Source: an optimization exercise on an open RTL-to-GDS flow (aim: small area and a short achievable clock period). Production flows keep margins and buffers that such runs may drop. RTL that was checked went through simulation tests only; none was proved equivalent to the original. Power figures rest on the tool's default switching activity, not on a simulated workload.

run a:
==> flow/design.v <==
module alu(
		input  FPUCLK,
		input  [31:0] A, B,
		input  [2:0]  CTRL,
		output [31:0] OUT
	);
	wire        v_in = (CTRL[2:1] == 2'b00);
	wire [31:0] ca = {A[30:0], 1'b0}, cb = {B[30:0], 1'b0};
	wire [31:0] cg0 = ca & ~cb, cl0 = ~ca & cb;
	wire [15:0] cg1, cl1;
	wire [7:0]  cg2, cl2;
	wire [3:0]  cg3, cl3;
	wire [1:0]  cg4, cl4;
	genvar ci;
	generate
		for (ci = 0; ci < 16; ci = ci + 1) begin : c1
			assign cg1[ci] = cg0[2*ci+1] | (~cl0[2*ci+1] & cg0[2*ci]);
			assign cl1[ci] = cl0[2*ci+1] | (~cg0[2*ci+1] & cl0[2*ci]);
		end
		for (ci = 0; ci < 8; ci = ci + 1) begin : c2
			assign cg2[ci] = cg1[2*ci+1] | (~cl1[2*ci+1] & cg1[2*ci]);
			assign cl2[ci] = cl1[2*ci+1] | (~cg1[2*ci+1] & cl1[2*ci]);
		end
		for (ci = 0; ci < 4; ci = ci + 1) begin : c3
			assign cg3[ci] = cg2[2*ci+1] | (~cl2[2*ci+1] & cg2[2*ci]);
			assign cl3[ci] = cl2[2*ci+1] | (~cg2[2*ci+1] & cl2[2*ci]);
		end
		for (ci = 0; ci < 2; ci = ci + 1) begin : c4
			assign cg4[ci] = cg3[2*ci+1] | (~cl3[2*ci+1] & cg3[2*ci]);
			assign cl4[ci] = cl3[2*ci+1] | (~cg3[2*ci+1] & cl3[2*ci]);
		end
	endgenerate
	wire        agb  = ~(cl4[1] | (~cg4[1] & cl4[0]));	 
	wire        ageb = ~cl3[3];					 
	wire [7:0]  dab  = A[30:23] - B[30:23];
	wire [7:0]  dba  = B[30:23] - A[30:23];
	wire [7:0]  d    = ageb ? dab : dba;
	wire [4:0]  d5   = (d[7:5] != 3'b000) ? 5'd31 : d[4:0];
	reg  [22:0] ma0, mb0;
	reg  [7:0]  e0;
	reg  [4:0]  d0;
	reg         sa0, sb0, agb0, nagb0, v0;
	always @(posedge FPUCLK) begin
		ma0  <= A[22:0];
		mb0  <= B[22:0];
		e0   <= ageb ? A[30:23] : B[30:23];
		d0   <= d5;
		sa0  <= A[31];
		sb0  <= B[31] ^ CTRL[0];		 
		agb0 <= agb;
		nagb0 <= ~agb;			 
		v0   <= v_in;
	end
	wire [22:0] x1  = agb0 ? ma0 : mb0;	 
	wire [22:0] y1  = nagb0 ? ma0 : mb0;	 
	wire        sub = sa0 ^ sb0;
	wire [23:0] ys1 = {1'b1, y1} >> d0;
	reg  [22:0] xm1;
	reg  [23:0] ym1;
	reg  [7:0]  e1;
	reg         s1, sub1, v1;
	always @(posedge FPUCLK) begin
		xm1  <= x1;
		ym1  <= ys1 ^ {24{sub}};
		e1   <= e0;
		s1   <= agb0 ? sa0 : sb0;
		sub1 <= sub;
		v1   <= v0;
	end
	wire [25:0] sum2 = {2'b01, xm1, 1'b1} + {1'b0, ym1, sub1};
	wire [24:0] r2   = {sum2[25] & ~sub1, sum2[24:1]};
	reg  [24:0] r2q;
	reg  [7:0]  e2;
	reg         s2, v2;
	always @(posedge FPUCLK) begin
		r2q <= r2;
		e2  <= e1 + 8'd2;			 
		s2  <= s1;
		v2  <= v1;
	end
	wire [31:0] lz_in = {r2q, 7'b0};
	wire [15:0] v_1;  wire [15:0] p_1;
	wire [7:0]  v_2;  wire [15:0] p_2;
	wire [3:0]  v_4;  wire [11:0] p_4;
	wire [1:0]  v_8;  wire [7:0]  p_8;
	wire [4:0]  n3;
	genvar gi;
	generate
		for (gi = 0; gi < 16; gi = gi + 1) begin : l1
			assign v_1[gi] = lz_in[2*gi+1] | lz_in[2*gi];
			assign p_1[gi] = ~lz_in[2*gi+1];
		end
		for (gi = 0; gi < 8; gi = gi + 1) begin : l2
			assign v_2[gi] = v_1[2*gi+1] | v_1[2*gi];
			assign p_2[2*gi+1:2*gi] = v_1[2*gi+1] ? {1'b0, p_1[2*gi+1]} : {1'b1, p_1[2*gi]};
		end
		for (gi = 0; gi < 4; gi = gi + 1) begin : l4
			assign v_4[gi] = v_2[2*gi+1] | v_2[2*gi];
			assign p_4[3*gi+2:3*gi] = v_2[2*gi+1] ? {1'b0, p_2[4*gi+3:4*gi+2]} : {1'b1, p_2[4*gi+1:4*gi]};
		end
		for (gi = 0; gi < 2; gi = gi + 1) begin : l8
			assign v_8[gi] = v_4[2*gi+1] | v_4[2*gi];
			assign p_8[4*gi+3:4*gi] = v_4[2*gi+1] ? {1'b0, p_4[6*gi+5:6*gi+3]} : {1'b1, p_4[6*gi+2:6*gi]};
		end
	endgenerate
	assign n3 = v_8[1] ? {1'b0, p_8[7:4]} : {1'b1, p_8[3:0]};
	wire [24:0] t16 = n3[4] ? {r2q[8:0], 16'b0} : r2q;
	wire [24:0] t8  = n3[3] ? {t16[16:0], 8'b0} : t16;
	wire [24:0] t4  = n3[2] ? {t8[20:0], 4'b0}  : t8;
	wire [24:0] t2  = n3[1] ? {t4[22:0], 2'b0}  : t4;
	wire [24:0] t1  = n3[0] ? {t2[23:0], 1'b0}  : t2;
	wire [7:0]  e3  = e2 + {3'b111, ~n3};
	wire        zero = ~(v_8[1] | v_8[0]);		 
	reg  [31:0] res3;
	reg         z3;
	always @(posedge FPUCLK) begin
		if (v2) begin
			res3 <= {s2, e3, t1[23:1]};
			z3   <= zero;
		end
	end
	assign OUT = {res3[31:23] & {9{~z3}}, res3[22:0]};
endmodule
Settings: LEC_CHECK=0, ABC_AREA=1, CAP_MARGIN=20, CORE_MARGIN=2, CORE_UTILIZATION=40, SETUP_SLACK_MARGIN=3.0, SLEW_MARGIN=20; clock period 5.5 ns.
standard.sh (not shown) runs the stock make flow with config.mk's settings and CLKGATE_MAP_FILE= SYNTH_SCRIPT=/design/flow/synth_recipe.tcl, a recipe that flattens the netlist after the stock synthesis.
==> flow/flow/run.sh <==
#!/bin/bash
set -euo pipefail
bash standard.sh \
  "BUFFER_PORTS_ARGS=-buffer_cell sky130_fd_sc_hd__buf_2" \
  finish > make_finish.log 2>&1
--- input diff run a..run b ---
diff --git a/flow/design.v b/flow/design.v
--- a/flow/design.v
+++ b/flow/design.v
@@ -3,5 +3,5 @@
 		input  [31:0] A, B,
 		input  [2:0]  CTRL,
-		output [31:0] OUT
+		output reg [31:0] OUT
 	);
 	wire        v_in = (CTRL[2:1] == 2'b00);
@@ -112,12 +112,7 @@
 	wire [7:0]  e3  = e2 + {3'b111, ~n3};
 	wire        zero = ~(v_8[1] | v_8[0]);		 
-	reg  [31:0] res3;
-	reg         z3;
 	always @(posedge FPUCLK) begin
-		if (v2) begin
-			res3 <= {s2, e3, t1[23:1]};
-			z3   <= zero;
-		end
+		if (v2)
+			OUT <= {s2 & ~zero, e3 & {8{~zero}}, t1[23:1]};
 	end
-	assign OUT = {res3[31:23] & {9{~z3}}, res3[22:0]};
 endmodule
The clock power in run b sits about 6% below the value recorded for run a. Compared to run a, run b leaves less free space in the core. There was hardly any difference in post-synthesis share of cell area spent on xor and xnor gates between run b and run a. Run a has a higher synthesized cell count than run b. Compared to run a, run b has area growth from synthesis to layout 3.4 points higher. Looking at total track usage, run b sits above run a. Route | run b vs run a | wire longer in run b. Going from run a to run b, the cell area reported after detailed placement was found to have gone up by about 1.9%. Run a has lower proportion of layout cells with a drive suffix above 1 than run b. Run b: met3 layer wire length in the routed design higher than run a. ~same sequential-cell power consumption in run b and run a. Of run b and run a, the run reporting the higher count of clock-buffer cells in the layout was run a.
Only the layout flow was run in run b; the RTL was not checked for function there.


== oak ==
// alu: RTL as listed in full above, without the edits since
==> flow/config.mk <==
export PLATFORM = sky130hd
export DESIGN_NAME = alu
export DESIGN_NICKNAME = alu
export VERILOG_FILES = /design/flow/design.v
export SDC_FILE = /design/flow/constraint.sdc
export NUM_CORES = 4
export LEC_CHECK = 0
export ABC_AREA = 1
export CAP_MARGIN = 20
export CORE_MARGIN = 2
export CORE_UTILIZATION = 40
export SETUP_SLACK_MARGIN = 3.3
export SLEW_MARGIN = 20
==> flow/constraint.sdc <==
create_clock -name core_clock -period 5.5 [get_ports {FPUCLK}]
set_input_delay 1.1000 -clock core_clock [delete_from_list [all_inputs] [get_ports {FPUCLK}]]
set_output_delay 1.1000 -clock core_clock [all_outputs]
set_load 0.01 [all_outputs]
Scripts as last shown in full above: flow/flow/run.sh
Here is what was changed in the inputs of pine compared with oak.
-- flow/design.v --
<<< oak, line 3
		input  [31:0] A, B,
		input  [2:0]  CTRL,
		output [31:0] OUT
	);
	wire        v_in = (CTRL[2:1] == 2'b00);
>>> pine, line 3
		input  [31:0] A, B,
		input  [2:0]  CTRL,
		output reg [31:0] OUT
	);
	wire        v_in = (CTRL[2:1] == 2'b00);
<<< oak, line 112
	wire [7:0]  e3  = e2 + {3'b111, ~n3};
	wire        zero = ~(v_8[1] | v_8[0]);		 
	reg  [31:0] res3;
	reg         z3;
	always @(posedge FPUCLK) begin
		if (v2) begin
			res3 <= {s2, e3, t1[23:1]};
			z3   <= zero;
		end
	end
	assign OUT = {res3[31:23] & {9{~z3}}, res3[22:0]};
endmodule
>>> pine, line 112
	wire [7:0]  e3  = e2 + {3'b111, ~n3};
	wire        zero = ~(v_8[1] | v_8[0]);		 
	always @(posedge FPUCLK) begin
		if (v2)
			OUT <= {s2 & ~zero, e3 & {8{~zero}}, t1[23:1]};
	end
endmodule
Findings:
- pine: flow completed, timing, DRC and antenna clean
- On sequential share of cell area: pine sits below oak.
- When pine is set beside oak, its number of cells on the worst reg-to-reg path turns out to be 2 smaller.
- pine against oak: top achievable clock speed moved down; share of the core filled with cells now sits higher.
- On max-cap violation count, oak tracks pine almost exactly.
- Die span in x on pine is down relative to oak.
- Going from oak to pine, the final HPWL from detailed placement was found to have gone up by 5.4%.
- Measured against each other, oak and pine differ in clock distribution area overhead in the final layout, the higher figure coming from oak.
- Summary — power, pine relative to oak: higher, by 0.18 mW.
For pine, only the layout was checked, not whether the RTL still works.

-- separate check: timing with driven ports --
No port has a modelled driver above. Below, the same layouts with a new extraction and two added sets of constraints.
Step 1 (the two cells are an assumption about what drives the block):
set clk [get_ports {FPUCLK}]
set_driving_cell -lib_cell sky130_fd_sc_hd__clkbuf_16 $clk
set_driving_cell -lib_cell sky130_fd_sc_hd__buf_2 [delete_from_list [all_inputs] $clk]
Step 2 moves the port delays by t, midway between the first and last clock arrival at a register: inputs arrive t later, outputs are due t later. That takes back most of the time a late clock gives input paths.
Slacks: ideal ports / drivers / drivers and shift; pairs: ideal ports / drivers.
run	t (ns)	setup WS [ns]	hold WS [ns]	worst setup path after step 2
run a	0.476	3.089 / 3.089 / 2.652	0.327 / 0.327 / 0.327	input to register
run b	0.478	2.950 / 2.950 / 2.654	0.320 / 0.320 / 0.320	input to register
oak	0.483	3.167 / 3.116 / 2.798	0.330 / 0.330 / 0.330	input to register
pine	0.474	3.003 / 3.003 / 2.759	0.324 / 0.324 / 0.324	input to register
After both steps every run listed still meets setup and hold. For run a, which loses most, drivers alone change the setup slack by 0.000 ns; drivers and shift together by -0.437 ns.
